Context: an optimization exercise on an open-source flow, tuned for small area. The choices shown serve that exercise and are no tape-out recipe.
In this exercise RTL edits were held to simulation tests only and were not proved equivalent to the original.
No activity file was given, so power comes from the tool's default toggle rates.

===== config.mk =====
export PLATFORM = sky130hd
export DESIGN_NAME = snake
export DESIGN_NICKNAME = snake
export VERILOG_FILES = /design/flow/design.v
export SDC_FILE = /design/flow/constraint.sdc
export NUM_CORES = 4
export LEC_CHECK = 0
export CAP_MARGIN = 20
export CORE_MARGIN = 2
export CORE_UTILIZATION = 40
export SLEW_MARGIN = 20

===== constraint.sdc =====
create_clock -name core_clock -period 15.0 [get_ports {clk}]
set_input_delay 3.0000 -clock core_clock [delete_from_list [all_inputs] [get_ports {clk}]]
set_output_delay 3.0000 -clock core_clock [all_outputs]
set_load 0.01 [all_outputs]

===== design.v =====
module snake(hex3_d,hex2_d,hex1_d,hex0_d,p,sw,button,clk,rst,step);
input step;
output [6:0]hex0_d;
output [6:0]hex1_d;
output [6:0]hex2_d;
output [6:0]hex3_d;
input rst;
reg [2:0]hex_d[11:0];
reg  [6:0]record[30:0];    
reg [3:0]x;
reg [2:0]y;
reg [3:0]regp;
integer length;   
localparam integer initheadx=7;
localparam integer initheady=0;
integer headx;
integer heady;
integer tempheadx;
integer tempheady;
reg [1:0]tempdirection;
reg [1:0]direction;
reg blockdirection;
output [3:0]p;
input clk;
input [3:0]sw;
input [2:0]button;
reg error;
reg delete;
integer i;
integer j;
assign p[3]=!regp[3];
assign p[2]=!regp[2];
assign p[1]=!regp[1];
assign p[0]=!regp[0];
always@(posedge clk)
begin
if(rst==1'b0)
begin
	regp=4'b0000;
	delete=1'b1;
	error=1'b0;
	tempdirection=2'b11;
	direction=2'b11;
	blockdirection=1'b0;
	for (i = 0; i < 12; i = i + 1)
	begin
		hex_d[i]=3'b111;
	end
	for (i = 0; i < 31; i = i + 1)
	begin
		record[i]=7'b1111111;
	end
	headx=initheadx;
	heady=initheady;
	x=headx;
	y=heady;
	length=0;
	record[length]={x,y};
	hex_d[initheadx][initheady]=1'b0;
end
else if(step)
begin
	delete=1'b1;
	if(sw[0])
		regp[0]=1'b1;
	if(sw[1])
		regp[1]=1'b1;
	if(sw[2])
		regp[2]=1'b1;
	if(sw[3])
		regp[3]=1'b1;
	delete=1'b1;
	tempheadx=headx;
	tempheady=heady;
	if(button[2]==1'b1)
	begin
		if(button[1]==1'b0&&button[0]==1'b1)
		begin
			direction=2'b11;
		end
		else if(button[1]==1'b1&&button[0]==1'b0)
		begin
			direction=2'b01;
		end
		else
		begin
			direction=2'b00;
		end
	end
	else
	begin
		direction=2'b10;
	end
	tempdirection=direction;
	if(error==1'b0)
	begin
		if(headx==0&&heady==0&&direction==2'b01&&regp[3]==1'b1)
		begin
			regp[3]=1'b0;
			delete=1'b0;
		end
		if(headx==0&&heady==0&&direction==2'b11&&regp[0]==1'b1)
		begin
			regp[0]=1'b0;
			delete=1'b0;
		end
		if(headx==3&&heady==0&&direction==2'b01&&regp[2]==1'b1)
		begin
			regp[2]=1'b0;
			delete=1'b0;
		end
		if(headx==3&&heady==0&&direction==2'b11&&regp[3]==1'b1)
		begin
			regp[3]=1'b0;
			delete=1'b0;
		end
		if(headx==6&&heady==0&&direction==2'b01&&regp[1]==1'b1)
		begin
			regp[1]=1'b0;
			delete=1'b0;
		end
		if(headx==6&&heady==0&&direction==2'b11&&regp[2]==1'b1)
		begin
			regp[2]=1'b0;
			delete=1'b0;
		end
		if(headx==9&&heady==0&&direction==2'b11&&regp[1]==1'b1)
		begin
			regp[1]=1'b0;
			delete=1'b0;
		end
		if(headx==9&&heady==0&&direction==2'b01&&regp[0]==1'b1)
		begin
			regp[0]=1'b0;
			delete=1'b0;
		end
	end
	if(error==1'b0)
	begin
	if(headx==initheadx&&heady==initheady)
		tempdirection=direction;
	case(direction)
	2'b00:
	begin
		if(heady==0)
		begin
			if(blockdirection==1'b0)
			begin
				heady=heady+1;
			end
			else if(blockdirection==1'b1)
			begin
				heady=heady+2;
			end
			if(headx==2||headx==5||headx==8||headx==11)
			begin
				headx=headx-2;
			end
			blockdirection=1'b0;
		end
		else
		begin
			headx=headx+1;
		end
		blockdirection=1'b0;
	end
	2'b01:
	begin
		if(heady!=0)
		begin
			if(blockdirection==1'b1)
			begin			
				if(heady==2)
					headx=headx+3;
				heady=0;
			end
			else if(blockdirection==1'b0)
			begin			
				headx=headx+1;
				blockdirection=1'b1;
				if(heady==2)
					headx=headx+3;
				heady=0;
			end
		end
		else
		begin
			headx=headx+3;
		end
		blockdirection=1'b1;
	end
	2'b10:
	begin
		if(heady==0)
		begin
			if(blockdirection==1'b0)
			begin
				heady=heady+1;
				headx=headx-1;
			end
			else if(blockdirection==1'b1)
			begin
				heady=heady+2;
				headx=headx-1;
			end
		end
		else
		begin
			headx=headx-1;
		end
		blockdirection=1'b1;
	end
	2'b11:
	begin
		if(heady!=0)
		begin
			if(blockdirection==1'b1)
			begin			
				if(heady==1)
					headx=headx-3;
				heady=0;
			end
			else if(blockdirection==1'b0)
			begin			
				headx=headx+1;
				blockdirection=1'b0;
				if(heady==1)
					headx=headx-3;
				heady=0;
			end
		end
		else
		begin
			headx=headx-3;
		end
		blockdirection=1'b0;
	end
	endcase
	if(tempheadx==10&&headx==11&&direction==2'b00)
	begin
		headx=9;
	end
	else if(tempheadx==7&&headx==8&&direction==2'b00)
	begin
		headx=6;
	end
	else if(tempheadx==4&&headx==5&&direction==2'b00)
	begin
		headx=3;
	end
	else if(tempheadx==1&&headx==2&&direction==2'b00)
	begin
		headx=0;
	end
	else if(tempheadx==0&&headx==-1)
	begin
		headx=1;
	end
	else if(tempheadx==3&&headx==2)
	begin
		headx=4;
	end
	else if(tempheadx==6&&headx==5)
	begin
		headx=7;
	end
	else if(tempheadx==9&&headx==8)
	begin
		headx=10;
	end
	else if(headx==-1)
	begin
		headx=11;
	end
	else if(headx==-2)
	begin
		headx=10;
	end
	else if(headx==-3)
	begin
		headx=9;
	end
	else if(headx==14)
	begin
		headx=2;
	end
	else if(headx==13)
	begin
		headx=1;
	end
	else if(headx==12)
	begin
		headx=0;
	end
	if(error==1'b0)
	begin
		if(delete==1'b1)
		begin
			y={record[0][2],record[0][1],record[0][0]};
			x={record[0][6],record[0][5],record[0][4],record[0][3]};
			hex_d[x][y]=1'b1;	
			for(i=0;i<30;i=i+1)
			begin
				record[i]=record[i+1];
			end
			length=length-1;
		end
	end
	if(hex_d[headx][heady]==1'b0)
		error=1'b1;
	if(error==1'b0)
	begin
		hex_d[headx][heady]=1'b0;
		length=length+1;
		x=headx;
		y=heady;
		record[length]={x,y};
	end
	end
	else if(error==1'b1)
	begin
		hex_d[0][0]=1'b0;
		hex_d[0][1]=1'b0;
		hex_d[0][2]=1'b1;
		hex_d[1][0]=1'b0;
		hex_d[1][1]=1'b0;
		hex_d[1][2]=1'b1;
		hex_d[2][0]=1'b0;
		hex_d[3][0]=1'b1;
		hex_d[3][1]=1'b0;
		hex_d[3][2]=1'b0;
		hex_d[4][0]=1'b0;
		hex_d[4][1]=1'b0;
		hex_d[4][2]=1'b0;
		hex_d[5][0]=1'b0;
		hex_d[6][0]=1'b1;
		hex_d[6][1]=1'b0;
		hex_d[6][2]=1'b0;
		hex_d[7][0]=1'b0;
		hex_d[7][1]=1'b0;
		hex_d[7][2]=1'b0;
		hex_d[8][0]=1'b0;
		hex_d[9][0]=1'b0;
		hex_d[9][1]=1'b1;
		hex_d[9][2]=1'b1;
		hex_d[10][0]=1'b1;
		hex_d[10][1]=1'b1;
		hex_d[10][2]=1'b1;
		hex_d[11][0]=1'b1;
	end
end
end
assign hex0_d[0]=hex_d[2][0];
assign hex0_d[1]=hex_d[1][2];
assign hex0_d[2]=hex_d[0][2];
assign hex0_d[3]=hex_d[0][0];
assign hex0_d[4]=hex_d[0][1];
assign hex0_d[5]=hex_d[1][1];
assign hex0_d[6]=hex_d[1][0];
assign hex1_d[0]=hex_d[5][0];
assign hex1_d[1]=hex_d[4][2];
assign hex1_d[2]=hex_d[3][2];
assign hex1_d[3]=hex_d[3][0];
assign hex1_d[4]=hex_d[3][1];
assign hex1_d[5]=hex_d[4][1];
assign hex1_d[6]=hex_d[4][0];
assign hex2_d[0]=hex_d[8][0];
assign hex2_d[1]=hex_d[7][2];
assign hex2_d[2]=hex_d[6][2];
assign hex2_d[3]=hex_d[6][0];
assign hex2_d[4]=hex_d[6][1];
assign hex2_d[5]=hex_d[7][1];
assign hex2_d[6]=hex_d[7][0];
assign hex3_d[0]=hex_d[11][0];
assign hex3_d[1]=hex_d[10][2];
assign hex3_d[2]=hex_d[9][2];
assign hex3_d[3]=hex_d[9][0];
assign hex3_d[4]=hex_d[9][1];
assign hex3_d[5]=hex_d[10][1];
assign hex3_d[6]=hex_d[10][0];
endmodule 

===== run.sh =====
#!/bin/bash
# synth_recipe.tcl (not shown) runs the flow's synth.tcl, then flattens the netlist and writes it again
# the make line also repeats each setting of config.mk as NAME=value (left out here)
make -C /OpenROAD-flow-scripts/flow DESIGN_CONFIG=/design/flow/config.mk WORK_HOME=/design/flow/orfs CLKGATE_MAP_FILE= SYNTH_SCRIPT=/design/flow/synth_recipe.tcl finish

==> qor.txt, run 1 <==
Status -> no timing/DRC/antenna violations
Clock tree buffer depth -> 3
Clock slew at reported path FFs -> 60 ps
Worst Hold End -> record[30][2]
FF+latch count, synth -> 328
Post-CTS Resized -> 0
Skew-Pair Late Insertion Delay -> 580 ps
R2R cell count -> 21
Via Count -> 30.4k
Final Non-Filler Cells -> 4536
Slew @ Worst Pin -> 1200 ps
Initial Util -> 0.403
Post-CTS Hold Buffers -> 0
Worst R2R End -> record[19][2]
Worst min-delay path class -> register to register
Top FF cell, synth -> dfxtp_1
Area Growth Syn to Fin -> 8.10%
Buffers on Ports -> 41
DRC viols -> 0
HP Start -> record[30][2]
Final wirelength -> 115000 um
Syn nets -> 3850
Post-CTS Setup Bufs -> 0
Core footprint -> 67000 um^2
Mapped Cells -> 3810
YS warnings -> 3
Required @ worst endpoint -> 15440 ps
GRT Overall Usage -> 0.316
Setup-failing EPs final -> 0
Post-Syn Area -> 27000 um^2
CTS tree -> built
I/O Pins -> 42
Total CTS buffers -> 39
Final #Nets -> 3676
Crit start category -> input port
Die height -> 264 um
H-tree depth -> 2
Final Wtd Congestion -> 1.05
Worst r2r src -> headx[1]
PD cells -> 172 nW/um^2
Kind of critical path -> input port to register
Distinct cells, synth -> 103
Pre-CTS setup slack -> 3410 ps
Static leakage -> 11.3 nW
Fin Setup TNS -> 0 ps
HPWL Detailed -> 76900 um
Avg Inst Size Synth -> 7.10 um^2
Fill cell count -> 6966
Slew headroom -> 0.195
Critical Path End Type -> register
Iteration-0 DRC count of the detailed router -> 4382
CP arrival -> 11760 ps
Final min period -> 11320 ps
CTS Sinks -> 328
Final-report max-slew violation count -> 0
Seq/Total Area, Yosys -> 0.243
Cells after DPL -> 4468
Via density -> 6.70
First-pass GRT wire length -> 174000 um
Highest clock rate -> 88.4 MHz
Fin. Hold Viols -> 0
Final WS setup -> 3680 ps
CP max FO -> 29
Final worst-path cycle share -> 0.754
R2r setup slk -> 4550 ps
Proportion of layout cells with a drive suffix above 1 -> 0.0868
Pwr Total -> 0.00502 W
DR WL/cell -> 25.4 um
Antenna violations before repair -> 3
Max cap viols -> 0
Final hold slack -> 443 ps
Largest net degree at the start of global routing -> 200
Post-synth EDFFs -> 0
Vias in the first global route -> 27.6k
Die ar. -> 69700 um^2
Drt first pass iters -> 9
Clk root buf -> clkbuf_16
GRT overflow -> 0
Share of synthesized registers carrying an async set or reset -> 0
RSZ-0062 raised after global routing -> no
Clock Skew -> 38.0 ps
Die W -> 264 um
Final ANT Viol Nets -> 0
Hold path depth -> 2
# rows -> 95
Maximum VDD drop -> 0.140 mV
## Yosys cell counts, drive strengths merged, types with 14 or more instances
library cell | count | area [um^2]
a21o | 25 | 188
a31oi | 56 | 350
or2 | 20 | 125
clkbuf | 262 | 983
o2111ai | 20 | 175
a21oi | 432 | 2170
nor4 | 87 | 643
nand3 | 144 | 751
mux2 | 48 | 544
dfxtp | 328 | 6570
inv | 70 | 263
nand2b | 33 | 206
ha | 30 | 375
or4 | 31 | 240
nor2 | 250 | 946
a211oi | 26 | 195
o31a | 14 | 123
nand4 | 99 | 721
a22oi | 29 | 218
and2 | 59 | 369
o21a | 19 | 143
and4 | 20 | 175
a32oi | 15 | 131
xnor2 | 79 | 692
or3 | 51 | 329
xor2 | 39 | 342
o22ai | 22 | 138
mux2i | 96 | 961
o211ai | 98 | 741
buf | 93 | 489
o31ai | 69 | 587
nor3 | 126 | 667
and3 | 44 | 275
nor2b | 17 | 106
nand2 | 521 | 1960
o21ai | 196 | 981
## stage by stage
| stage | instance area (um^2) | utilization |
|---|---|---|
| finish | 29200 | 0.436 |
| global route | 29200 | 0.436 |
| CTS | 29200 | 0.436 |
| detailed placement | 28000 | 0.417 |
| global placement | 28000 | 0.417 |
| floorplan | 27000 | - |
## state kept, by name (all words and copies together), names as in the netlist
name and cells:
length 5, hex_d 36, headx 32, record 217, heady 32, regp 4, error 1, blockdirection 1
## cells in the final DEF, fill, tap and decap left out, drive strengths merged, types with 44 or more instances in the layout
cell type,count
clkbuf,56
dfxtp,328
a21oi,432
xnor2,79
a31oi,56
nor4,87
nand2,521
o31ai,69
or3,51
mux2i,96
nor2,250
and3,44
nand3,144
inv,72
nor3,126
o21ai,196
buf,100
nand4,99
and2,59
o211ai,98
mux2,48
## final cells by class
| type | count | area [um^2] | share of cell area |
|---|---|---|---|
| Multi-Input combinational cell | 3052 | 18900 | 0.646 |
| Antenna cell | 1 | 2.50 | 0.0000856 |
| Inverter | 75 | 289 | 0.00989 |
| Sequential cell | 328 | 6570 | 0.225 |
| Clock buffer | 56 | 1130 | 0.0386 |
| Clock inverter | 11 | 109 | 0.00372 |
| Tap cell | 873 | 1090 | 0.0374 |
| Timing Repair Buffer | 140 | 1160 | 0.0397 |
## worst max-delay path by stage
stage | endpoint | start | cells past startpoint | slack (ps)
after CTS | record[19][2] | button[1] | 24 | 3970
after global routing | record[19][2] | button[1] | 24 | 3390
final | record[19][2] | button[1] | 24 | 3680
after floorplan | hex_d[2][1] | button[1] | 27 | 6630
after detailed placement | record[19][2] | button[1] | 24 | 3410
after global placement | record[19][2] | button[1] | 23 | 3610
## logic make-up (layout without fill, tap and decap cells)
| kind of cell | after synthesis | after routing | share of synthesized area |
|---|---|---|---|
| AO/OA/AOI/OAI | 1205 | 1205 | 0.289 |
| XOR/XNOR | 118 | 118 | 0.0382 |
| adder cells (fa/ha/maj) | 30 | 30 | 0.0139 |
| buffers and inverters | 430 | 282 | 0.0649 |
| flip-flops | 328 | 328 | 0.243 |
| multiplexers | 144 | 144 | 0.0557 |
| other | 0 | 1 | 0 |
| AND/OR/NAND/NOR | 1555 | 1555 | 0.295 |
## per-layer routing
metal  track usage  vias up  routed length (um)
li1              -    13800                   -
met1         0.412    14200               46100
met2         0.473     1860               48800
met3        0.0790      509               12500
met4         0.183        4                7600
met5             0        -                  24
## power by group
group / total [W] / switching (W) / internal [W] / leakage, nW
registers: 0.00121 / 0.000167 / 0.00105 / 2.70
logic: 0.00285 / 0.00198 / 0.000869 / 7.95
clock network: 0.000958 / 0.000416 / 0.000543 / 0.611
## worst max-delay path: stages
cell and delay, ps:
clkdlybuf4s50_1 450, inv_1 40, ha_1 260, nor2b_1 210, inv_1 100, ha_2 400, inv_1 650, buf_4 380
o221ai_1 150, a31oi_1 300, a32oi_1 190, or4b_1 660, or4_4 580, nor4b_1 720, a21o_1 140, buf_4 320
mux2_4 330, o32a_1 290, o211a_1 150, o211ai_4 810, buf_4 440, nand4_1 650, a31oi_1 380, o21ai_1 100
==> run 2, diff against run 1 <==
==> design.v (replaced) <==
module snake(hex3_d,hex2_d,hex1_d,hex0_d,p,sw,button,clk,rst,step);
input clk, rst, step;
input [3:0] sw;
input [2:0] button;
output [6:0] hex0_d, hex1_d, hex2_d, hex3_d;
output [3:0] p;
reg [1:0] hd, td;    
reg [2:0] hs, ts;    
reg blk, errd, len0;
reg [3:0] regp;
function [4:0] mv;
  input [2:0] s; input [1:0] dir; input b;
  reg t, a, c;
  begin
    t = s[2]; a = s[1]; c = s[0];
    if (!t) begin
      if (dir[0]) mv = {dir[1], !dir[1], s};           
      else mv = {2'b00, 1'b1, b, c ^ dir[1]};          
    end else begin
      if (!dir[0]) mv = {2'b00, 1'b1, a, !c};          
      else mv = {dir[1] & !a, !dir[1] & a, 1'b0, c & !b, !(c ^ b)};   
    end
  end
endfunction
wire [1:0] dir = button[2] ? (button[1:0] == 2'b01 ? 2'b11 :
                              button[1:0] == 2'b10 ? 2'b01 : 2'b00) : 2'b10;
wire [3:0] rp = regp | sw;
wire [2:0] cn = hs[2] ? {dir[1] | !dir[0], dir[0], blk}
                      : {dir[1], !dir[0], !(blk & !(dir == 2'b01))};
wire [4:0] hm = mv(hs, dir, blk);
wire [1:0] nd = hd + {hm[4], hm[4] | hm[3]};
wire [2:0] ns = hm[2:0];
wire [3:0] hdo = 4'b0001 << hd;
wire [3:0] tdo = 4'b0001 << td;
wire [7:0] hso = 8'b00000001 << hs;
wire [7:0] tso = 8'b00000001 << ts;
wire [27:0] hit, on;
wire [83:0] tq;
wire [2:0] tcode;
wire err = errd || |hit;
wire [3:0] pt = dir[1] ? {hdo[1], hdo[2], hdo[3], hdo[0]}
                       : {hdo[0], hdo[1], hdo[2], hdo[3]};
wire [3:0] eatv = pt & rp & {4{!err && hs == 3'b000 && dir[0]}};
wire eat = |eatv;
wire del = !eat;
wire [2:0] traw = tcode ^ (ts[2] ? 3'b000 : 3'b011);
wire [4:0] tm = mv(ts, traw[2:1], traw[0]);
wire [1:0] ntd = td + {tm[4], tm[4] | tm[3]};
wire go = rst && step && !err;
wire hw = go && !(del && len0);    
wire tw = go && del && !len0;      
wire es = rst && step && err;      
always @(posedge clk) begin
  if (!rst) begin
    hd <= 2'd2; hs <= 3'b001; td <= 2'd2; ts <= 3'b001;
    blk <= 1'b0; errd <= 1'b0; len0 <= 1'b1; regp <= 4'd0;
  end else if (step) begin
    regp <= rp & ~eatv;
    if (err) errd <= 1'b1;
    else begin
      hd <= nd; hs <= ns; blk <= dir[1] ^ dir[0];
      if (eat) len0 <= 1'b0;
      if (del && len0) begin
        td <= nd; ts <= ns;
      end else if (del) begin
        td <= ntd; ts <= tm[2:0];
      end
    end
  end
end
localparam [31:0] LIT = 32'b00000001_11110110_11110110_00110111;
wire [3:0] hwd = hdo & {4{hw}};
wire [3:0] twd = tdo & {4{tw}};
wire [3:0] hdv = hdo & {4{!errd}};
genvar g;
generate for (g = 0; g < 32; g = g + 1) begin : c
  localparam integer D = g / 8, S = g % 8;
  if (S != 3) begin : u
    localparam integer K = D * 7 + (S > 3 ? S - 1 : S);
    snake_cell #(.LIT(LIT[g])) sc (.clk(clk), .rst(rst), .es(es), .cn(cn),
      .hd(hdo[D]), .hwd(hwd[D]), .hdv(hdv[D]), .hs(hso[S]),
      .td(tdo[D]), .twd(twd[D]), .ts(tso[S]),
      .tq(tq[K*3 +: 3]), .hit(hit[K]), .on(on[K]));
  end
end endgenerate
generate for (g = 0; g < 3; g = g + 1) begin : tc
  wire [27:0] sel;
  genvar k;
  for (k = 0; k < 28; k = k + 1) begin : b
    assign sel[k] = tq[k*3 + g];
  end
  assign tcode[g] = |sel;
end endgenerate
assign hex0_d = ~{on[1], on[4], on[3], on[0], on[5], on[6], on[2]};
assign hex1_d = ~{on[8], on[11], on[10], on[7], on[12], on[13], on[9]};
assign hex2_d = ~{on[15], on[18], on[17], on[14], on[19], on[20], on[16]};
assign hex3_d = ~{on[22], on[25], on[24], on[21], on[26], on[27], on[23]};
assign p = ~regp;
endmodule
module snake_cell #(parameter LIT = 1'b0) (
  input clk, input rst, input es, input [2:0] cn,
  input hd, input hwd, input hdv, input hs,
  input td, input twd, input ts,
  output [2:0] tq, output hit, output on);
reg [2:0] q;
wire occ = |q;
wire wr = hwd & hs | es & LIT;
wire clr = twd & ts | es & !LIT | !rst;
wire keep = !(wr | clr);
always @(posedge clk)
  q <= ({3{wr}} & cn) | ({3{keep}} & q);
assign tq = q & {3{td & ts}};
assign hit = occ & hd & hs;
assign on = occ | hdv & hs;
endmodule
==> run 2 against run 1 <==
Synthesized area is 78% lower. Synthesized cell count is 82% lower. Via count is 79% lower. Non-clock buffer count is 82 lower. Highest routed layer is now met4.
==> qor.txt, run 2 <==
Distinct cells, synth -> 69 (-33%)
Fin. Hold Viols -> 0 (unchanged)
Worst r2r src -> ts[0]
Final min period -> 6440 ps (-4880 ps)
Slew headroom -> 0.205 (+0.00990)
Crit-path cells -> nand2b_1 > nor2_1 > a2111oi_0 > clkdlybuf4s50_1
CTS Sinks -> 101 (-69%)
# rows -> 44 (-54%)
CP max FO -> 19 (-34%)
P_sw -> 0.000763 W (-70%)
Area Growth Syn to Fin -> 16.2%
Post-synth top cells -> 101 x dfxtp_1, 57 x nand2_1, 49 x nor2_1, 34 x nor3_1, 31 x clkbuf_1
Footprint of the multi-input gates -> 3570 um^2 (-81%)
Critical Path End Type -> output port
Total CTS buffers -> 9 (-77%)
Highest clock rate -> 155 MHz (+76%)
Fin Setup TNS -> 0 ps (unchanged)
GRT overflow -> 0 (unchanged)
DR WL/cell -> 26.8 um (+5.7%)
Clock slew at reported path FFs -> 70 ps (about the same)
Final #Nets -> 725 (-80%)
Most frequent cell after synthesis -> dfxtp_1
Crit start category -> register
Post-layout utilization of the core -> 0.472 (+0.0357)
Capture point of the worst path -> hex1_d[3]
Top cells by area, synth -> dfxtp_1 35%, a221o_1 5.0%, nand2_1 3.7%, nor2_1 3.2%, a221oi_1 3.0%
GRT Overall Usage -> 0.301 (-0.0148)
Met3 usage -> 0.0623 (-0.0168)
DRC viols -> 0 (unchanged)
Final-report max-slew violation count -> 0 (unchanged)
Buffers & Inverters on Critical Path -> 1 (-6)
Post-synth top area cell -> dfxtp_1
Final wirelength -> 23900 um (-79%)
Via density -> 6.98 (+4.2%)
Post-CTS Resized -> 0 (unchanged)
RSZ-0062 raised after global routing -> no
Kind of critical path -> register to output port
Int Power -> 0.000872 W (-65%)
Final Wtd Congestion -> 0.989 (-6.2%)
Initial Util -> 0.406 (+0.00267)
Top Usage Layer GRT -> met2
Iteration-0 DRC count of the detailed router -> 913 (-79%)
Maximum VDD drop -> 0.143 mV (+2.6%)
Post-synth EDFFs -> 0 (unchanged)
Proportion of layout cells with a drive suffix above 1 -> 0.0874 (+0.000609)
Share of synthesized registers carrying an async set or reset -> 0 (unchanged)
Fill cell count -> 1395 (-80%)
Die height -> 125 um (-53%)
Die W -> 125 um (-53%)
Via Count -> 6236 (-79%)
Static leakage -> 2.53 nW (-78%)
Sw Ratio -> 0.467 (-0.0434)
Max cap viols -> 0 (unchanged)
GR Util met2 -> 0.464 (-0.00928)
Largest net degree at the start of global routing -> 32 (-84%)
Register area -> 2020 um^2 (-69%)
Crit path largest cell delay -> 950 ps (+140 ps)
N_diodes -> 0 (-1)
HPWL Detailed -> 17100 um (-78%)
Required @ worst endpoint -> 12000 ps (-3440 ps)
First-pass GRT wire length -> 36500 um (-79%)
H-tree depth -> 3 (+1)
Skew-Pair Late Insertion Delay -> 370 ps (-210 ps)
Drt first pass iters -> 7 (-2)
Avg Inst Size Synth -> 8.58 um^2 (+21%)
Final worst-path cycle share -> 0.429 (-0.325)
Core footprint -> 14400 um^2 (-79%)
CTS tree -> built
Most common cell after layout, fill and taps aside -> dfxtp_1
YS warnings -> 3 (unchanged)
Status -> no timing/DRC/antenna violations
Post-Syn Area -> 5830 um^2 (-78%)
Clk pwr share -> 0.170 (-0.021)
Clock Skew -> 10.8 ps (-27.2 ps)
Syn nets -> 701 (-82%)
Antenna violations before repair -> 0 (-3)
Clk root buf -> clkbuf_16
Worst min-delay path class -> register to register
Slew @ Worst Pin -> 1180 ps (-15.5 ps)
Power share of the sequential group -> 0.287 (+0.045)
Setup-failing EPs final -> 0 (unchanged)
Clock tree buffer depth -> 2 (-1)
FF+latch count, synth -> 101 (-69%)
Seq/Total Area, Yosys -> 0.347 (+0.104)
Post-CTS Setup Bufs -> 0 (unchanged)
Post-CTS Hold Buffers -> 0 (unchanged)
Crit. Startpoint -> hd[1]
Top FF cell, synth -> dfxtp_1
Worst R2R End -> ts[0]
R2R cell count -> 11 (-48%)
Vias in the first global route -> 5944 (-78%)
Slowest stage cell, crit path -> dfxtp_1
I/O Pins -> 42 (unchanged)
Highest-count cells in the layout ignoring fill and taps -> 101 x dfxtp_1, 57 x nand2_1, 49 x nor2_1
Worst path top cell family by delay -> flip-flops
PD cells -> 241 nW/um^2 (+40%)
CP arrival -> 3440 ps (-8320 ps)
Largest register FFs -> 84 (-61%)
Yosys top cell area share -> 0.347 (+0.104)
Buffers on Ports -> 41 (unchanged)
Final ANT Viol Nets -> 0 (unchanged)
Crit path depth -> 4 (-83%)
Die ar. -> 15600 um^2 (-78%)
R2r setup slk -> 10620 ps (+6070 ps)
Grt met1 use -> 0.414 (+0.00166)
Gate power share -> 0.543 (-0.024)
Mapped Cells -> 680 (-82%)
[run 2: cell count changes after synthesis, moves of 141 or more]
cell	change
clkbuf_1	-231
dfxtp_1	-227
a21oi_1	-403
nor2_1	-200
nand2_1	-464
o21ai_0	-141
[run 2: cell type report]
type | count | share of cell area
Tap cell | 184 | 0.0340
Clock buffer | 9 | 0.0332
Sequential cell | 101 | 0.298
Timing Repair Buffer | 58 | 0.0794
Inverter | 19 | 0.0105
Clock inverter | 7 | 0.0179
Multi-Input combinational cell | 515 | 0.527
[run 2: worst reg2reg max path: cells and delay by family, from the launching register on]
kind | cells | cell delay [ps]
compound gates | 6 | 1760
fa+ha+maj | 1 | 280
buf+inv | 2 | 640
flops | 1 | 310
mux | 1 | 440
simple gates | 1 | 780
[run 2: power by group through the flow]
stage	registers, W	clock network, W	logic (W)
finish	0.000469	0.000278	0.000888
global route	0.000475	0.000286	0.000941
CTS	0.000463	0.000276	0.000861
detailed placement	0.000468	0	0.000855
global placement	0.000466	0	0.000852
floorplan	0.000408	0	0.000550
[run 2: worst min-delay path by stage]
stage,start,endpoint,slack (ps),cells after the start
3_3_place_gp,c[5].u.sc.q[0],c[5].u.sc.q[0],470,1
3_5_place_dp,c[5].u.sc.q[0],c[5].u.sc.q[0],470,1
5_1_grt,c[4].u.sc.q[1],c[4].u.sc.q[1],510,1
2_1_floorplan,c[2].u.sc.q[0],c[2].u.sc.q[0],440,2
6_report,c[5].u.sc.q[0],c[5].u.sc.q[0],490,1
4_1_cts,c[5].u.sc.q[0],c[5].u.sc.q[0],490,1
[run 2: layer usage]
| metal | vias to the layer above | wire [um] | part of all wire |
|---|---|---|---|
| li1 | 2732 | - | - |
| met1 | 3001 | 10000 | 0.42 |
| met2 | 430 | 10500 | 0.44 |
| met3 | 73 | 2430 | 0.10 |
| met4 | 0 | 942 | 0.039 |
| met5 | - | 0 | 0 |
[run 2: cells by family (layout without fill, tap and decap cells)]
group	Yosys count	count (layout)	synth area share
AO/OA/AOI/OAI	266	266	0.353
buffers and inverters	64	93	0.0433
AND/OR/NAND/NOR	211	211	0.185
flip-flops	101	101	0.347
XOR/XNOR	8	8	0.0120
multiplexers	19	19	0.0365
adder cells (fa/ha/maj)	11	11	0.0236
[run 2: through the flow]
stage | cell area (um^2) | hold WS, ps | setup slack (ps) | total power, W | cells
after global routing | 6780 | 513 | 8380 | 0.00170 | 893
after global placement | 6430 | 473 | 8320 | 0.00132 | 877
final | 6780 | 494 | 8560 | 0.00163 | 893
after floorplan | 5830 | 442 | 9330 | 0.000959 | 680
after detailed placement | 6430 | 475 | 8050 | 0.00132 | 877
after CTS | 6770 | 492 | 8460 | 0.00160 | 893
==> run 3, diff against run 2 <==
==> flow/run.sh (new file) <==
#!/bin/bash
# Own layout flow: the standard layout, with two changes:
#  - synthesis maps the logic with an area-oriented ABC script (flow/area.abc)
#    instead of ORFS's speed script; everything else in synthesis (the
#    script synth_recipe.tcl sources, the flattening and renaming) is unchanged,
#    so the registers are the standard synthesis's;
#  - the port buffers are the smallest buffer cell.
# Each step's full output goes to a log file in the work folder.
set -euo pipefail
W=$(pwd)
export OWN_ABC_SCRIPT=$W/flow/area.abc

# ORFS's synth.tcl with only its ABC call changed
sed 's|log_cmd abc {\*}\$abc_args|log_cmd abc -script $::env(OWN_ABC_SCRIPT) {*}$lib_args {*}$lib_dont_use_args|' \
  "$FLOW_HOME/scripts/synth.tcl" > "$W/own_synth_core.tcl"
grep -q OWN_ABC_SCRIPT "$W/own_synth_core.tcl"
# The standard flow's synthesis script, sourcing that copy
sed "s|source \$::env(SCRIPTS_DIR)/synth.tcl|source $W/own_synth_core.tcl|" synth_recipe.tcl > "$W/own_synth.tcl"
grep -q own_synth_core "$W/own_synth.tcl"
# standard.sh with that synthesis script
sed "s|SYNTH_SCRIPT=[^ ]*|SYNTH_SCRIPT=$W/own_synth.tcl|" standard.sh > "$W/own_standard.sh"
grep -q own_synth.tcl "$W/own_standard.sh"

bash "$W/own_standard.sh" synth > "$W/synth.log" 2>&1
bash "$W/own_standard.sh" finish "BUFFER_PORTS_ARGS=-buffer_cell sky130_fd_sc_hd__buf_1" > "$W/layout.log" 2>&1
test -s "$W/out/final.def"
==> flow/area.abc (new file) <==
strash
&get -n
&st
&syn2
&dch -f
&nf -a -R 2000 -F 10 -A 10
&put
topo
==> standard.sh (new file) <==
#!/bin/bash
# synth_recipe.tcl (not shown) runs the flow's synth.tcl, then flattens the netlist and writes it again
# the make line also repeats each setting of config.mk as NAME=value (left out here)
make -C /OpenROAD-flow-scripts/flow DESIGN_CONFIG=/design/flow/config.mk WORK_HOME=/design/flow/orfs CLKGATE_MAP_FILE= SYNTH_SCRIPT=/design/flow/synth_recipe.tcl "${@:-finish}"
removed: run.sh
==> run 3 against run 2 <==
Power decreased by 21%. Via count shrank 13%. Setup slack improved by 140 ps. Critical path type is now input port to register. Still clean. Synthesized cell count decreased by 9.3%. Sequential share of layout area grew 4.7 points. Die area is 14% lower. Combinational power is 34% lower.
==> qor.txt, run 3 <==
Syn nets -> 638 (-9.0%)
CTS Sinks -> 101 (unchanged)
Post-CTS Resized -> 0 (unchanged)
Final #Nets -> 705 (-2.8%)
Worst R2R End -> c[6].u.sc.q[1]
Final Wtd Congestion -> 0.882 (-11%)
Post-synth EDFFs -> 0 (unchanged)
GRT overflow -> 0 (unchanged)
Final worst-path cycle share -> 0.420 (-0.00964)
Post-synth top area cell -> dfxtp_1
RSZ-0062 raised after global routing -> no
Top cells by area, synth -> dfxtp_1 40%, o21ai_0 9.8%, nand2_1 9.4%, a221oi_1 5.4%, a21oi_1 5.1%
R2r setup slk -> 9900 ps (-720 ps)
Core footprint -> 12100 um^2 (-16%)
Crit start category -> input port
Fin Setup TNS -> 0 ps (unchanged)
Highest clock rate -> 159 MHz (+2.3%)
H-tree depth -> 3 (unchanged)
Worst r2r src -> hs[2]
Die height -> 116 um (-7.1%)
Final ANT Viol Nets -> 0 (unchanged)
Final wirelength -> 17300 um (-28%)
Worst Hold End -> c[17].u.sc.q[1]
DRC viols -> 0 (unchanged)
Highest-count cells in the layout ignoring fill and taps -> 125 x nand2_1, 101 x dfxtp_1, 97 x o21ai_0
Max cap viols -> 0 (unchanged)
Distinct cells, synth -> 36 (-48%)
Seq/Total Area, Yosys -> 0.404 (+0.0572)
Antenna violations before repair -> 0 (unchanged)
DR WL/cell -> 20.2 um (-25%)
CP arrival -> 6470 ps (+3030 ps)
Mapped Cells -> 617 (-9.3%)
Most common cell after layout, fill and taps aside -> nand2_1
Yosys top cell area share -> 0.404 (+0.0572)
GRT Overall Usage -> 0.268 (-0.0339)
Clock Skew -> 10.9 ps (+0.141 ps)
Iteration-0 DRC count of the detailed router -> 647 (-29%)
Post-Syn Area -> 5010 um^2 (-14%)
First-pass GRT wire length -> 27600 um (-24%)
Final hold slack -> 477 ps (-16.9 ps)
Clk root buf -> clkbuf_16
Largest net degree at the start of global routing -> 29 (-9.4%)
Area Growth Syn to Fin -> 17.1%
# rows -> 40 (-9.1%)
Via Count -> 5429 (-13%)
Buffers on Ports -> 41 (unchanged)
Static leakage -> 2.01 nW (-20%)
I/O Pins -> 42 (unchanged)
Most frequent cell after synthesis -> nand2_1
Slew headroom -> 0.261 (+0.0559)
Cells after DPL -> 841 (-4.1%)
N_diodes -> 0 (unchanged)
Drt first pass iters -> 8 (+1)
Die W -> 116 um (-7.1%)
Clock slew at reported path FFs -> 70 ps (about the same)
Critical Path End Type -> register
CTS tree -> built
Clock tree buffer depth -> 2 (unchanged)
Setup-failing EPs final -> 0 (unchanged)
Via density -> 6.33 (-9.3%)
YS warnings -> 3 (unchanged)
FF+latch count, synth -> 101 (unchanged)
Status -> no timing/DRC/antenna violations
Post-CTS Hold Buffers -> 0 (unchanged)
Worst min-delay path class -> register to register
Share of synthesized registers carrying an async set or reset -> 0 (unchanged)
Top FF cell, synth -> dfxtp_1
Kind of critical path -> input port to register
Initial Util -> 0.413 (+0.00739)
Post-synth top cells -> 125 x nand2_1, 101 x dfxtp_1, 98 x o21ai_0, 51 x a21oi_1, 31 x a221oi_1
Die ar. -> 13400 um^2 (-14%)
PD cells -> 220 nW/um^2 (-8.6%)
Area after DPL -> 5560 um^2 (-14%)
Total CTS buffers -> 9 (unchanged)
Final min period -> 6290 ps (-145 ps)
Required @ worst endpoint -> 15180 ps (+3180 ps)
R2R cell count -> 12 (+1)
Slew @ Worst Pin -> 1110 ps (-73.9 ps)
Skew-Pair Late Insertion Delay -> 360 ps (about the same)
Fin. Hold Viols -> 0 (unchanged)
HPWL Detailed -> 11800 um (-31%)
Largest register FFs -> 84 (unchanged)
Vias in the first global route -> 5221 (-12%)
Final Non-Filler Cells -> 857 (-4.0%)
Final-report max-slew violation count -> 0 (unchanged)
Avg Inst Size Synth -> 8.12 um^2 (-5.4%)
Proportion of layout cells with a drive suffix above 1 -> 0.0610 (-0.0265)
HP Start -> c[17].u.sc.q[1]
Hold path depth -> 2 (+1)
CP max FO -> 14 (-5)
Maximum VDD drop -> 0.103 mV (-28%)
Final instance area -> 5860 um^2 (-13%)
Post-CTS Setup Bufs -> 0 (unchanged)
## run 3: cell families after synthesis
family / synth area share
AO/OA/AOI/OAI: 0.358
XOR/XNOR: 0.0105
adder cells (fa/ha/maj): 0.0275
buffers and inverters: 0.0105
flip-flops: 0.404
multiplexers: 0.0140
AND/OR/NAND/NOR: 0.176
## run 3: cell type report
type	count	area, um^2
fillers	1228	6250
multi-input cells	502	3000
flip-flops and latches	101	2020
repair buffers	56	267
clock buffers	11	243
well taps	168	210
clock inverters	5	66.3
inverters	14	52.6
## run 3: how the worst max path moves through the flow
| stage | from | endpoint | slack (ps) | cells after the start |
|---|---|---|---|---|
| after floorplan | button[1] | c[6].u.sc.q[2] | 9110 | 16 |
| after detailed placement | button[1] | c[25].u.sc.q[1] | 8460 | 17 |
| final | button[1] | c[25].u.sc.q[1] | 8710 | 17 |
| after global routing | button[1] | c[16].u.sc.q[1] | 8310 | 17 |
| after CTS | button[1] | c[25].u.sc.q[1] | 8760 | 17 |
| after global placement | button[1] | c[28].u.sc.q[1] | 8510 | 17 |
## run 3: per-stage QoR
| step | total power (W) | util | setup slack, ps |
|---|---|---|---|
| 6_report | 0.00129 | 0.484 | 8710 |
| 5_1_grt | 0.00138 | 0.484 | 8310 |
| 4_1_cts | 0.00129 | 0.484 | 8760 |
| 3_5_place_dp | 0.00104 | 0.459 | 8460 |
| 3_3_place_gp | 0.00103 | 0.459 | 8510 |
| 2_1_floorplan | 0.000796 | - | 9110 |
## run 3: power by group
part | switching (W) | internal [W] | total, W
Combinational | 0.000389 | 0.000196 | 0.000585
Clock | 0.000110 | 0.000136 | 0.000246
Sequential | 0.000106 | 0.000356 | 0.000461
## run 3: critical path: stages
cell and delay (ps):
buf_1 70, clkinv_1 40, ha_1 110, nand2b_1 260
clkinv_1 260, nand2_1 100, o21ai_0 80, a21oi_1 180
nor4_1 80, nor2_1 160, nand2_1 120, nand2_1 320
nand3_1 300, nor2_1 860, a221oi_1 310, nand2_1 120
o21ai_0 100
## run 3: per-layer routing
metal	routed length (um)	GRT usage	part of all wire	vias up
met3	1480	0.0737	0.085	47
met2	7920	0.429	0.46	249
met5	0	0	0	-
met1	7270	0.343	0.42	2586
met4	614	0.105	0.036	0
li1	-	-	-	2547
==> run 4, diff against run 3 <==
--- a/flow/run.sh
+++ b/flow/run.sh
@@ -6,3 +6,4 @@
 #    so the registers are the standard synthesis's;
-#  - the port buffers are the smallest buffer cell.
+#  - the port buffers are the smallest buffer cell;
+#  - clock tree synthesis uses clkbuf_8 buffers and no dummy loads.
 # Each step's full output goes to a log file in the work folder.
@@ -24,3 +25,5 @@
 bash "$W/own_standard.sh" synth > "$W/synth.log" 2>&1
-bash "$W/own_standard.sh" finish "BUFFER_PORTS_ARGS=-buffer_cell sky130_fd_sc_hd__buf_1" > "$W/layout.log" 2>&1
+bash "$W/own_standard.sh" finish "BUFFER_PORTS_ARGS=-buffer_cell sky130_fd_sc_hd__buf_1" \
+  "CTS_ARGS=-sink_clustering_enable -repair_clock_nets -dont_use_dummy_load -buf_list sky130_fd_sc_hd__clkbuf_8" \
+  > "$W/layout.log" 2>&1
 test -s "$W/out/final.def"
--- a/config.mk
+++ b/config.mk
@@ -9,3 +9,3 @@
 export CORE_MARGIN = 2
-export CORE_UTILIZATION = 40
+export CORE_UTILIZATION = 60
 export SLEW_MARGIN = 20
==> run 4 against run 3 <==
Die area is 32% lower. Global-route usage is 10 points higher. Cell count shrank 8.2%. First-iteration DRC count decreased by 12%. Sequential power shrank 1%. Setup slack improved by 120 ps. Routed wire length shrank 6.5%. Combinational power hardly changed. Critical endpoint is now c[10].u.sc.q[0]. Largest cell class unchanged.
==> qor.txt, run 4 <==
Pwr Total -> 0.00118 W (-8.8%)
Final wirelength -> 16200 um (-6.5%)
Register area -> 2020 um^2 (unchanged)
Die height -> 95.4 um (-18%)
Highest-count cells in the layout ignoring fill and taps -> 125 x nand2_1, 101 x dfxtp_1, 97 x o21ai_0
Final min period -> 6170 ps (-125 ps)
Slew headroom -> 0.307 (+0.0454)
DR WL/cell -> 20.5 um (+1.8%)
Fill cell count -> 717 (-42%)
Via Count -> 5468 (+0.72%)
N_diodes -> 0 (unchanged)
CTS Sinks -> 101 (unchanged)
Max Used Layer -> met4
Pre-CTS setup slack -> 8510 ps (+56.4 ps)
Buffers on Ports -> 41 (unchanged)
Max cap viols -> 0 (unchanged)
Top cells by area, synth -> dfxtp_1 40%, o21ai_0 9.8%, nand2_1 9.4%, a221oi_1 5.4%, a21oi_1 5.1%
Total length of routed met2 wires -> 7410 um (-6.5%)
Top FF cell, synth -> dfxtp_1
Most frequent cell after synthesis -> nand2_1
Highest clock rate -> 162 MHz (+2.0%)
Crit start category -> input port
Crit path largest cell delay -> 820 ps (-40 ps)
I/O Pins -> 42 (unchanged)
Fin. Hold Viols -> 0 (unchanged)
Static leakage -> 1.93 nW (-4.3%)
Footprint of the multi-input gates -> 3000 um^2 (-0.21%)
Kind of critical path -> input port to register
Post-synth top cells -> 125 x nand2_1, 101 x dfxtp_1, 98 x o21ai_0, 51 x a21oi_1, 31 x a221oi_1
Total CTS buffers -> 9 (unchanged)
Drt first pass iters -> 8 (unchanged)
Final worst-path cycle share -> 0.411 (-0.00831)
Hold path depth -> 2 (unchanged)
Post-synth EDFFs -> 0 (unchanged)
Syn nets -> 638 (unchanged)
Die ar. -> 9090 um^2 (-32%)
Final-report max-slew violation count -> 0 (unchanged)
Mapped Cells -> 617 (unchanged)
Initial Util -> 0.616 (+0.202)
Avg Inst Size Synth -> 8.12 um^2 (unchanged)
GRT Overall Usage -> 0.371 (+0.104)
Die W -> 95.4 um (-18%)
Clock slew at reported path FFs -> 70 ps (about the same)
# rows -> 33 (-18%)
Maximum VDD drop -> 0.125 mV (+21%)
DRC viols -> 0 (unchanged)
Yosys top cell area share -> 0.404 (unchanged)
Post-CTS Resized -> 0 (unchanged)
Distinct cells, synth -> 36 (unchanged)
YS warnings -> 3 (unchanged)
Post-CTS Hold Buffers -> 0 (unchanged)
Slowest stage cell, crit path -> nor2_1
Clock Skew -> 33.0 ps (+22.0 ps)
Wl on met1 -> 6680 um (-8.1%)
Share of synthesized registers carrying an async set or reset -> 0 (unchanged)
Proportion of layout cells with a drive suffix above 1 -> 0.0513 (-0.00964)
Buffers & Inverters on Critical Path -> 3 (unchanged)
Clock tree buffer depth -> 2 (unchanged)
Fin Setup TNS -> 0 ps (unchanged)
H-tree depth -> 3 (unchanged)
Antenna violations before repair -> 0 (unchanged)
Crit path depth -> 17 (unchanged)
Most common cell after layout, fill and taps aside -> nand2_1
Post-CTS Setup Bufs -> 0 (unchanged)
Area Growth Syn to Fin -> 11.7%
Required @ worst endpoint -> 15200 ps (+20 ps)
Critical Path End Type -> register
Area after DPL -> 5470 um^2 (-1.6%)
CP arrival -> 6370 ps (-100 ps)
Status -> no timing/DRC/antenna violations
Clk root buf -> clkbuf_8
Final instance area -> 5590 um^2 (-4.6%)
Final WS setup -> 8830 ps (+125 ps)
Vias in the first global route -> 5138 (-1.6%)
Final #Nets -> 705 (unchanged)
Final Wtd Congestion -> 0.950 (+7.7%)
R2R cell count -> 14 (+2)
RSZ-0062 raised after global routing -> no
First-pass GRT wire length -> 25900 um (-6.2%)
Via density -> 6.95 (+9.7%)
Crit-path cells -> buf_1 > clkinv_1 > ha_1 > nand2b_1 > clkinv_1 > nand2_1 > o21ai_0 > a21oi_1 > nor4_1 > nor2_1 > nand2_1 > nand2_1 > nand3_1 > nor2_1 > a221oi_1 > nand2_1 > o21ai_0
Cells after DPL -> 778 (-7.5%)
Skew-Pair Late Insertion Delay -> 380 ps (+20 ps)
Setup-failing EPs final -> 0 (unchanged)
Post-Syn Area -> 5010 um^2 (unchanged)
Final ANT Viol Nets -> 0 (unchanged)
Iteration-0 DRC count of the detailed router -> 568 (-12%)
Largest net degree at the start of global routing -> 29 (unchanged)
Core footprint -> 8130 um^2 (-33%)
Final Non-Filler Cells -> 787 (-8.2%)
Worst path top cell family by delay -> simple AND/OR/NAND/NOR gates
HPWL Detailed -> 10900 um (-7.6%)
Slew @ Worst Pin -> 1040 ps (-69.3 ps)
CTS tree -> built
CP max FO -> 14 (unchanged)
GRT overflow -> 0 (unchanged)
PD cells -> 211 nW/um^2 (-4.4%)
Seq/Total Area, Yosys -> 0.404 (unchanged)
Most common cell on crit path -> nand2_1
Worst min-delay path class -> register to register
WL met3 -> 1570 um (+6.4%)
Post-synth top area cell -> dfxtp_1
Largest register FFs -> 84 (unchanged)
FF+latch count, synth -> 101 (unchanged)
run 4: cell counts after synthesis:
Identical to the previous run, type by type.
run 4: worst paths after layout:
check / startpoint / endpoint / slack (ps)
max: button[1] / c[10].u.sc.q[0] / 8830
min: c[30].u.sc.q[2] / c[30].u.sc.q[2] / 480
max reg2reg: hs[2] / c[0].u.sc.q[1] / 9960
min reg2reg: c[30].u.sc.q[2] / c[30].u.sc.q[2] / 480
run 4: cell families (layout without fill, tap and decap cells):
logic type	count (synthesis)	after routing	synth area share
adders and majority gates	11	11	0.0275
buffers and inverters	14	79	0.0105
AOI/OAI and AO/OA	276	276	0.358
xor gates and xnor gates	6	6	0.0105
muxes	7	7	0.0140
and+or+nand+nor	202	202	0.176
DFF	101	101	0.404
run 4: layer usage:
layer / vias up / track usage
met3: 40 / 0.0830
met1: 2588 / 0.494
met4: 0 / 0.162
li1: 2545 / -
met5: - / 0
met2: 295 / 0.579
run 4: metrics by stage:
stage | hold WS (ps) | util
6_report | 477 | 0.688
5_1_grt | 509 | 0.688
4_1_cts | 479 | 0.687
3_5_place_dp | 466 | 0.672
3_3_place_gp | 456 | 0.672
2_1_floorplan | 438 | -
run 4: worst min-delay path, cell delays in order (launching register included):
cell and delay (ps):
dfxtp_1 320, nand2_1 50, o21ai_0 60
run 4: cell type report:
cell class / instances / area share
Multi-Input combinational cell: 502 / 0.536
Sequential cell: 101 / 0.361
Timing Repair Buffer: 56 / 0.0476
Tap cell: 105 / 0.0235
Clock buffer: 9 / 0.0221
Inverter: 14 / 0.00939
run 4: where the power goes:
| part | internal, W | switching, W | leakage, nW | total [W] |
|---|---|---|---|---|
| clock | 0.0000541 | 0.0000853 | 0.0647 | 0.000139 |
| sequential | 0.000355 | 0.000101 | 0.822 | 0.000456 |
| combinational | 0.000196 | 0.000387 | 1.04 | 0.000583 |
| total | 0.000606 | 0.000573 | 1.93 | 0.00118 |
==> run 5, diff against run 4 <==
==> design.v (replaced) <==
module snake(hex3_d,hex2_d,hex1_d,hex0_d,p,sw,button,clk,rst,step);
input clk, rst, step;
input [3:0] sw;
input [2:0] button;
output [6:0] hex0_d, hex1_d, hex2_d, hex3_d;
output [3:0] p;
reg [1:0] hd, td;    
reg [2:0] hs, ts;    
reg blk, tblk, errd, len0;
reg [3:0] regp;
function [4:0] mv;
  input [2:0] s; input [1:0] dir; input b;
  reg t, a, c;
  begin
    t = s[2]; a = s[1]; c = s[0];
    if (!t) begin
      if (dir[0]) mv = {dir[1], !dir[1], s};           
      else mv = {2'b00, 1'b1, b, c ^ dir[1]};          
    end else begin
      if (!dir[0]) mv = {2'b00, 1'b1, a, !c};          
      else mv = {dir[1] & !a, !dir[1] & a, 1'b0, c & !b, !(c ^ b)};   
    end
  end
endfunction
function [1:0] dstep;
  input [1:0] d; input [1:0] st;
  begin
    dstep = {d[1] ^ (st[0] & d[0] | st[1] & !d[0]), d[0] ^ (st[0] | st[1])};
  end
endfunction
wire [1:0] dir = button[2] ? (button[1:0] == 2'b01 ? 2'b11 :
                              button[1:0] == 2'b10 ? 2'b01 : 2'b00) : 2'b10;
wire [3:0] rp = regp | sw;
wire [4:0] hm = mv(hs, dir, blk);
wire [1:0] nd = dstep(hd, hm[4:3]);
wire [2:0] ns = hm[2:0];
wire [3:0] hdo = {hd == 2'd3, hd == 2'd2, hd == 2'd1, hd == 2'd0};
wire [3:0] tdo = {td == 2'd3, td == 2'd2, td == 2'd1, td == 2'd0};
wire [6:0] hso = {hs == 3'd7, hs == 3'd6, hs == 3'd5, hs == 3'd4, hs == 3'd2, hs == 3'd1, hs == 3'd0};
wire [6:0] tso = {ts == 3'd7, ts == 3'd6, ts == 3'd5, ts == 3'd4, ts == 3'd2, ts == 3'd1, ts == 3'd0};
wire [27:0] hit, on;
wire [55:0] tq;
wire [1:0] tdir;
wire [3:0] hitd;
wire err = errd || |hitd;
wire [3:0] pt = dir[1] ? {hdo[1], hdo[2], hdo[3], hdo[0]}
                       : {hdo[0], hdo[1], hdo[2], hdo[3]};
wire [3:0] eatv = pt & rp & {4{!err && hs == 3'b000 && dir[0]}};
wire eat = |eatv;
wire del = !eat;
wire [4:0] tm = mv(ts, tdir, tblk);
wire [1:0] ntd = dstep(td, tm[4:3]);
wire go = rst && step && !err;
wire hw = go && !(del && len0);    
wire tw = go && del && !len0;      
always @(posedge clk) begin
  if (!rst) begin
    hd <= 2'd2; hs <= 3'b001; td <= 2'd2; ts <= 3'b001;
    blk <= 1'b0; tblk <= 1'b0; errd <= 1'b0; len0 <= 1'b1; regp <= 4'd0;
  end else if (step) begin
    regp <= rp & ~eatv;
    if (err) errd <= 1'b1;
    else begin
      hd <= nd; hs <= ns; blk <= dir[1] ^ dir[0];
      if (eat) len0 <= 1'b0;
      if (del && len0) begin
        td <= nd; ts <= ns; tblk <= dir[1] ^ dir[0];
      end else if (del) begin
        td <= ntd; ts <= tm[2:0]; tblk <= tdir[1] ^ tdir[0];
      end
    end
  end
end
localparam [31:0] LIT = 32'b00000001_11110110_11110110_00110111;
wire [3:0] hwd = hdo & {4{hw}};
wire [3:0] twd = tdo & {4{tw}} | {4{!rst}};    
wire [6:0] tsr = tso | {7{!rst}};
wire [3:0] hdv = hdo & {4{!errd}};
genvar g;
generate for (g = 0; g < 32; g = g + 1) begin : c
  localparam integer D = g / 8, S = g % 8;
  if (S != 3) begin : u
    localparam integer J = S > 3 ? S - 1 : S;
    localparam integer K = D * 7 + J;
    snake_cell #(.LIT(LIT[g])) sc (.clk(clk), .errd(errd), .dir(dir),
      .hwd(hwd[D]), .hdv(hdv[D]), .hs(hso[J]),
      .twd(twd[D]), .ts(tso[J]), .tsr(tsr[J]),
      .tq(tq[K*2 +: 2]), .hit(hit[K]), .on(on[K]));
  end
end endgenerate
wire [7:0] tqd;
generate for (g = 0; g < 4; g = g + 1) begin : rd
  assign tqd[g*2 +: 2] = tq[g*14 +: 2] | tq[g*14+2 +: 2] | tq[g*14+4 +: 2] | tq[g*14+6 +: 2]
                       | tq[g*14+8 +: 2] | tq[g*14+10 +: 2] | tq[g*14+12 +: 2];
  assign hitd[g] = |hit[g*7 +: 7] & hdo[g];
end endgenerate
assign tdir = tqd[1:0] & {2{tdo[0]}} | tqd[3:2] & {2{tdo[1]}}
            | tqd[5:4] & {2{tdo[2]}} | tqd[7:6] & {2{tdo[3]}};
assign hex0_d = ~{on[1], on[4], on[3], on[0], on[5], on[6], on[2]};
assign hex1_d = ~{on[8], on[11], on[10], on[7], on[12], on[13], on[9]};
assign hex2_d = ~{on[15], on[18], on[17], on[14], on[19], on[20], on[16]};
assign hex3_d = ~{on[22], on[25], on[24], on[21], on[26], on[27], on[23]};
assign p = ~regp;
endmodule
module snake_cell #(parameter LIT = 1'b0) (
  input clk, input errd, input [1:0] dir,
  input hwd, input hdv, input hs,
  input twd, input ts, input tsr,
  output [1:0] tq, output hit, output on);
reg occ;
reg [1:0] dr;
wire wr = hwd & hs;
always @(posedge clk) begin
  occ <= wr | occ & !(twd & tsr);
  if (wr) dr <= dir;
end
assign tq = dr & {2{ts}};
assign hit = occ & hs;
assign on = errd ? LIT : occ | hdv & hs;
endmodule
==> flow/area.abc (replaced) <==
strash
&get -n
&st
&dch -f
&nf -a -R 1000
&put
strash
&get -n
&st
&dch -f
&nf -a -R 1000
&put
topo
==> run 5 against run 4 <==
Die area down 5.3%. Synthesized cell count down 24%. Clock-buffer cell count is the same. Via count down 22%. Global-route usage shrank 4.3 points.
==> qor.txt, run 5 <==
Status -> no timing/DRC/antenna violations
Final Wtd Congestion -> 0.920 (-3.2%)
Maximum VDD drop -> 0.0487 mV (-61%)
Final #Nets -> 547 (-22%)
Crit start category -> input port
Seq/Total Area, Yosys -> 0.550 (+0.146)
Slew @ Worst Pin -> 1080 ps (+42.1 ps)
Iteration-0 DRC count of the detailed router -> 448 (-21%)
RSZ-0062 raised after global routing -> no
Clock tree buffer depth -> 2 (unchanged)
Drt first pass iters -> 6 (-2)
Final wirelength -> 13600 um (-16%)
Max cap viols -> 0 (unchanged)
Die ar. -> 8610 um^2 (-5.3%)
Clock slew at reported path FFs -> 90 ps (+20 ps)
Pwr Total -> 0.000542 W (-54%)
Most frequent cell after synthesis -> o21ai_0
Antenna violations before repair -> 0 (unchanged)
Final worst-path cycle share -> 0.423 (+0.0112)
GRT overflow -> 0 (unchanged)
Highest-count cells in the layout ignoring fill and taps -> 76 x o21ai_0, 56 x edfxtp_1, 46 x dfxtp_1
Yosys top cell area share -> 0.355 (-0.0484)
Slew headroom -> 0.277 (-0.0293)
DR WL/cell -> 21.6 um (+5.2%)
Final Non-Filler Cells -> 630 (-20%)
FF+latch count, synth -> 102 (+0.99%)
Final min period -> 6340 ps (+169 ps)
Distinct cells, synth -> 39 (+8.3%)
Highest clock rate -> 158 MHz (-2.7%)
Vias in the first global route -> 4063 (-21%)
Fill cell count -> 656 (-8.5%)
YS warnings -> 3 (unchanged)
Area Growth Syn to Fin -> 10.2%
Area after DPL -> 5080 um^2 (-7.0%)
Fin. Hold Viols -> 0 (unchanged)
Syn nets -> 486 (-24%)
Required @ worst endpoint -> 15020 ps (-180 ps)
I/O Pins -> 42 (unchanged)
Post-layout utilization of the core -> 0.678 (-0.00968)
Share of synthesized registers carrying an async set or reset -> 0 (unchanged)
Most common cell after layout, fill and taps aside -> o21ai_0
Via Count -> 4264 (-22%)
Post-synth EDFFs -> 56 (+56)
Initial Util -> 0.616 (about the same)
Skew-Pair Late Insertion Delay -> 370 ps (about the same)
Final instance area -> 5210 um^2 (-6.8%)
Clock Skew -> 29.1 ps (-3.94 ps)
Clk root buf -> clkbuf_8
Post-CTS Hold Buffers -> 0 (unchanged)
# rows -> 32 (-3.0%)
CP max FO -> 40 (+26)
Avg Inst Size Synth -> 10.1 um^2 (+24%)
Worst min-delay path class -> register to register
N_diodes -> 0 (unchanged)
Fin Setup TNS -> 0 ps (unchanged)
DRC viols -> 0 (unchanged)
Post-CTS Setup Bufs -> 0 (unchanged)
CTS tree -> built
Proportion of layout cells with a drive suffix above 1 -> 0.0379 (-0.0134)
Kind of critical path -> input port to register
Static leakage -> 1.60 nW (-17%)
Largest register FFs -> 56 (-33%)
HPWL Detailed -> 9040 um (-17%)
CTS Sinks -> 102 (+0.99%)
R2r setup slk -> 9860 ps (-100 ps)
Cells after DPL -> 621 (-20%)
Total CTS buffers -> 9 (unchanged)
Core footprint -> 7690 um^2 (-5.5%)
Final ANT Viol Nets -> 0 (unchanged)
Setup-failing EPs final -> 0 (unchanged)
CP arrival -> 6360 ps (about the same)
Post-synth top cells -> 76 x o21ai_0, 56 x edfxtp_1, 46 x dfxtp_1, 37 x nor2_1
Largest net degree at the start of global routing -> 41 (+41%)
Critical Path End Type -> register
Final-report max-slew violation count -> 0 (unchanged)
Die height -> 92.8 um (-2.7%)
Top cells by area, synth -> edfxtp_1 36%, dfxtp_1 19%, o21ai_0 8.0%, a211oi_1 3.3%, nor3_1 3.2%
Die W -> 92.8 um (-2.7%)
Post-Syn Area -> 4730 um^2 (-5.5%)
Post-synth top area cell -> edfxtp_1
Mapped Cells -> 469 (-24%)
H-tree depth -> 3 (unchanged)
GRT Overall Usage -> 0.329 (-0.0426)
Via density -> 6.77 (-2.6%)
First-pass GRT wire length -> 21700 um (-16%)
PD cells -> 104 nW/um^2 (-51%)
Post-CTS Resized -> 0 (unchanged)
Top FF cell, synth -> edfxtp_1
Buffers on Ports -> 41 (unchanged)
-- run 5: cell count changes after synthesis, moves of 13 or more --
cell	delta
edfxtp_1	+56
nand2_1	-95
o21ai_0	-22
a211oi_1	+13
a2111oi_0	-13
a221oi_1	-26
nor3_1	+19
a21oi_1	-32
dfxtp_1	-55
-- run 5: cell families after synthesis --
group,share of synthesized area
adders and majority gates,0.0185
and+or+nand+nor,0.155
muxes,0.00212
buffers and inverters,0.0103
DFF,0.550
xor gates and xnor gates,0.0111
AOI/OAI and AO/OA,0.253
-- run 5: final cells by class --
| type | instances | area (um^2) | area share |
|---|---|---|---|
| repair buffers | 50 | 221 | 0.0425 |
| well taps | 102 | 128 | 0.0245 |
| multi-input cells | 354 | 2090 | 0.401 |
| inverters | 13 | 48.8 | 0.00936 |
| clock buffers | 9 | 124 | 0.0238 |
| flip-flops and latches | 102 | 2600 | 0.499 |
-- run 5: power by group --
part	switching, W	leakage (nW)	internal, W
Clock	0.0000837	0.0647	0.0000541
Sequential	0.0000105	0.879	0.000299
Combinational	0.0000647	0.652	0.0000293
Total	0.000159	1.60	0.000383
-- run 5: worst max-delay path, cell delays in order --
cell and delay [ps]:
buf_1 70, clkinv_1 60, ha_1 280, nor2b_2 100, buf_4 350, nand3_1 230, a211oi_1 370, nor4_1 160
nand2_1 290, nand3_1 800, nor3_1 640
-- run 5: path summary, 6_finish.rpt --
kind,from,endpoint,depth (start not counted)
max,button[1],c[22].u.sc.dr[1],11
min,tblk,tblk,2
max reg2reg,hs[0],c[22].u.sc.dr[1],12
min reg2reg,tblk,tblk,2
-- run 5: per-layer routing --
metal	vias up	wire length (um)	global-route usage
li1	1939	-	-
met1	2004	5670	0.476
met2	283	6180	0.501
met3	38	1350	0.0496
met4	0	410	0.126
met5	-	0	0
-- run 5: through the flow --
step                hold WS [ps]  setup slack (ps)
floorplan                    434              8480
global placement             449              8630
detailed placement           459              8350
CTS                          469              8740
global route                 488              8340
finish                       462              8660
==> run 6, diff against run 5 <==
--- a/flow/run.sh
+++ b/flow/run.sh
@@ -1,10 +1,2 @@
 #!/bin/bash
-# Own layout flow: the standard layout, with two changes:
-#  - synthesis maps the logic with an area-oriented ABC script (flow/area.abc)
-#    instead of ORFS's speed script; everything else in synthesis (the
-#    script synth_recipe.tcl sources, the flattening and renaming) is unchanged,
-#    so the registers are the standard synthesis's;
-#  - the port buffers are the smallest buffer cell;
-#  - clock tree synthesis uses clkbuf_8 buffers and no dummy loads.
-# Each step's full output goes to a log file in the work folder.
 set -euo pipefail
--- a/config.mk
+++ b/config.mk
@@ -9,3 +9,4 @@
 export CORE_MARGIN = 2
-export CORE_UTILIZATION = 60
+export CORE_UTILIZATION = 75
+export GPL_TIMING_DRIVEN = 0
 export SLEW_MARGIN = 20
==> run 6 against run 5 <==
Combinational power increased by 2%. Non-clock buffer count is 8 lower. First-iteration DRC count grew 64%. Via count rose by 5.5%. Sequential share of layout area rose by 0.51 points. Clock skew fell by 1.9 ps. Maximum frequency is 6.5% lower. Die area down 19%. Cell area decreased by 1.0%. Power up 0.11%. Setup slack lost 440 ps. Clock-buffer cell count unchanged. Largest power group unchanged.
==> qor.txt, run 6 <==
Worst r2r src -> hs[2]
Crit-path cells -> buf_1 > clkinv_1 > ha_1 > nand2b_2 > o22ai_1 > a211oi_1 > nor4_1 > nand2_1 > nand3_1 > or2_0 > o21ai_0
HPWL Detailed -> 9090 um (+0.56%)
Pre-CTS setup slack -> 8280 ps (-73.8 ps)
Die height -> 83.4 um (-10%)
Distinct cells, synth -> 39 (unchanged)
Worst min-delay path class -> register to register
CP arrival -> 7000 ps (+640 ps)
R2R cell count -> 13 (+1)
Yosys top cell area share -> 0.355 (unchanged)
Post-synth top cells -> 76 x o21ai_0, 56 x edfxtp_1, 46 x dfxtp_1, 37 x nor2_1
Drt first pass iters -> 6 (unchanged)
Crit start category -> input port
Compound-cell area share of the yosys netlist -> 0.253 (unchanged)
Register area -> 2600 um^2 (unchanged)
Most common cell after layout, fill and taps aside -> o21ai_0
Crit path largest cell delay -> 880 ps (+80 ps)
Post-Syn Area -> 4730 um^2 (unchanged)
Crit. Startpoint -> button[1]
Total CTS buffers -> 9 (unchanged)
Highest-count cells in the layout ignoring fill and taps -> 76 x o21ai_0, 56 x edfxtp_1, 46 x dfxtp_1
PD cells -> 105 nW/um^2 (+1.1%)
Fin. Hold Viols -> 0 (unchanged)
Vias in the first global route -> 4201 (+3.4%)
Core footprint -> 6030 um^2 (-22%)
Die W -> 83.4 um (-10%)
Final hold slack -> 468 ps (+5.97 ps)
Buffers on Ports -> 41 (unchanged)
CTS Sinks -> 102 (unchanged)
Area Growth Syn to Fin -> 9.04%
Worst R2R End -> c[30].u.sc.occ
Post-synth top area cell -> edfxtp_1
Share of synthesized registers carrying an async set or reset -> 0 (unchanged)
Required @ worst endpoint -> 15220 ps (+200 ps)
Mapped Cells -> 469 (unchanged)
YS warnings -> 3 (unchanged)
Avg Inst Size Synth -> 10.1 um^2 (unchanged)
Pwr Total -> 0.000542 W (+0.11%)
N_diodes -> 0 (unchanged)
Post-CTS Resized -> 0 (unchanged)
Fin Setup TNS -> 0 ps (unchanged)
Static leakage -> 1.57 nW (-1.5%)
Via density -> 7.56 (+12%)
Synth Area in Adders -> 0.0185 (unchanged)
I/O Pins -> 42 (unchanged)
Status -> no timing/DRC/antenna violations
# rows -> 28 (-13%)
Post-synthesis mux area share -> 0.00212 (unchanged)
Proportion of layout cells with a drive suffix above 1 -> 0.0346 (-0.00326)
H-tree depth -> 3 (unchanged)
CP max FO -> 38 (-5.0%)
GRT Overall Usage -> 0.400 (+0.0714)
Final Wtd Congestion -> 0.952 (+3.4%)
Highest clock rate -> 148 MHz (-6.5%)
Setup-failing EPs final -> 0 (unchanged)
Clk root buf -> clkbuf_8
Critical Path End Type -> register
Post-CTS Hold Buffers -> 0 (unchanged)
Synth Area in Simple Gates -> 0.155 (unchanged)
Syn nets -> 486 (unchanged)
First-pass GRT wire length -> 21700 um (+0.13%)
Top cells by area, synth -> edfxtp_1 36%, dfxtp_1 19%, o21ai_0 8.0%, a211oi_1 3.3%, nor3_1 3.2%
Clock slew at reported path FFs -> 90 ps (about the same)
Die ar. -> 6960 um^2 (-19%)
Slew headroom -> 0.293 (+0.0156)
DR WL/cell -> 23.3 um (+7.7%)
Initial Util -> 0.785 (+0.170)
Fill cell count -> 359 (-45%)
Slew @ Worst Pin -> 1060 ps (-21.8 ps)
Final worst-path cycle share -> 0.452 (+0.0294)
-- run 6: stage by stage --
stage,util,instance area [um^2],cells
floorplan,-,4730,469
global placement,0.826,4980,585
detailed placement,0.833,5020,586
CTS,0.854,5140,595
global route,0.856,5160,595
finish,0.856,5160,595
-- run 6: how the worst min path moves through the flow --
| stage | from | to | slack (ps) | cells after the start |
|---|---|---|---|---|
| 2_1_floorplan | blk | blk | 430 | 2 |
| 3_3_place_gp | tblk | tblk | 450 | 2 |
| 3_5_place_dp | tblk | tblk | 460 | 2 |
| 4_1_cts | tblk | tblk | 470 | 2 |
| 5_1_grt | tblk | tblk | 480 | 2 |
| 6_report | tblk | tblk | 470 | 2 |
-- run 6: layout make-up --
class,count,area share
Multi-Input combinational cell,354,0.410
Tap cell,75,0.0182
Clock buffer,9,0.0240
Timing Repair Buffer,42,0.0339
Inverter,13,0.00946
Sequential cell,102,0.504
-- run 6: cells by family after synthesis --
group           after synthesis
compound gates              189
flops                       102
xor+xnor                      6
fa+ha+maj                     7
mux                           1
buf+inv                      13
simple gates                151
-- run 6: critical path: cells and delay by family --
family | cells | cell delay [ps]
buffers and inverters | 2 | 140
AOI/OAI and AO/OA | 3 | 510
and+or+nand+nor | 5 | 3130
adders and majority gates | 1 | 190
-- run 6: power breakdown --
part	switching [W]	internal (W)	leakage, nW
sequential	0.0000109	0.000299	0.879
combinational	0.0000669	0.0000288	0.628
clock	0.0000822	0.0000540	0.0647
-- run 6: routing by layer --
layer	global-route usage	vias up	routed length, um
li1	-	1927	-
met1	0.540	2057	5080
met2	0.631	439	6230
met3	0.0696	74	1970
met4	0.195	0	566
met5	0	-	0

what the ideal ports hide:
The results above use ideal ports. As a check the final layouts listed here were re-extracted and re-timed, cells and wires unchanged. Step 1 sets driving cells, clkbuf_16 on the clock port and buf_2 on the other inputs (assumed; they add their load-dependent delay and slew). Step 2, shift: input delay + t, output delay - t, t = (earliest + latest rising clock arrival at the registers) / 2. This alone moves slack from input paths to output paths. Three values: ideal, step 1, step 2; two values: the first two.
run	shift t [ns]	slack for setup (ns)	worst register clock-pin slew, ns
run 1	0.628	3.685 / 3.722 / 3.094	0.09 / 0.09
run 2	0.408	8.561 / 8.519 / 8.174	0.08 / 0.08
run 3	0.396	8.706 / 8.728 / 8.333	0.08 / 0.08
run 4	0.393	8.830 / 8.842 / 8.449	0.10 / 0.10
run 5	0.388	8.662 / 8.672 / 8.284	0.10 / 0.10
run 6	0.389	8.221 / 8.228 / 7.840	0.10 / 0.10
After both steps every run listed still meets setup and hold. For run 1, which loses most, drivers alone change the setup slack by +0.037 ns; drivers and shift together by -0.591 ns.
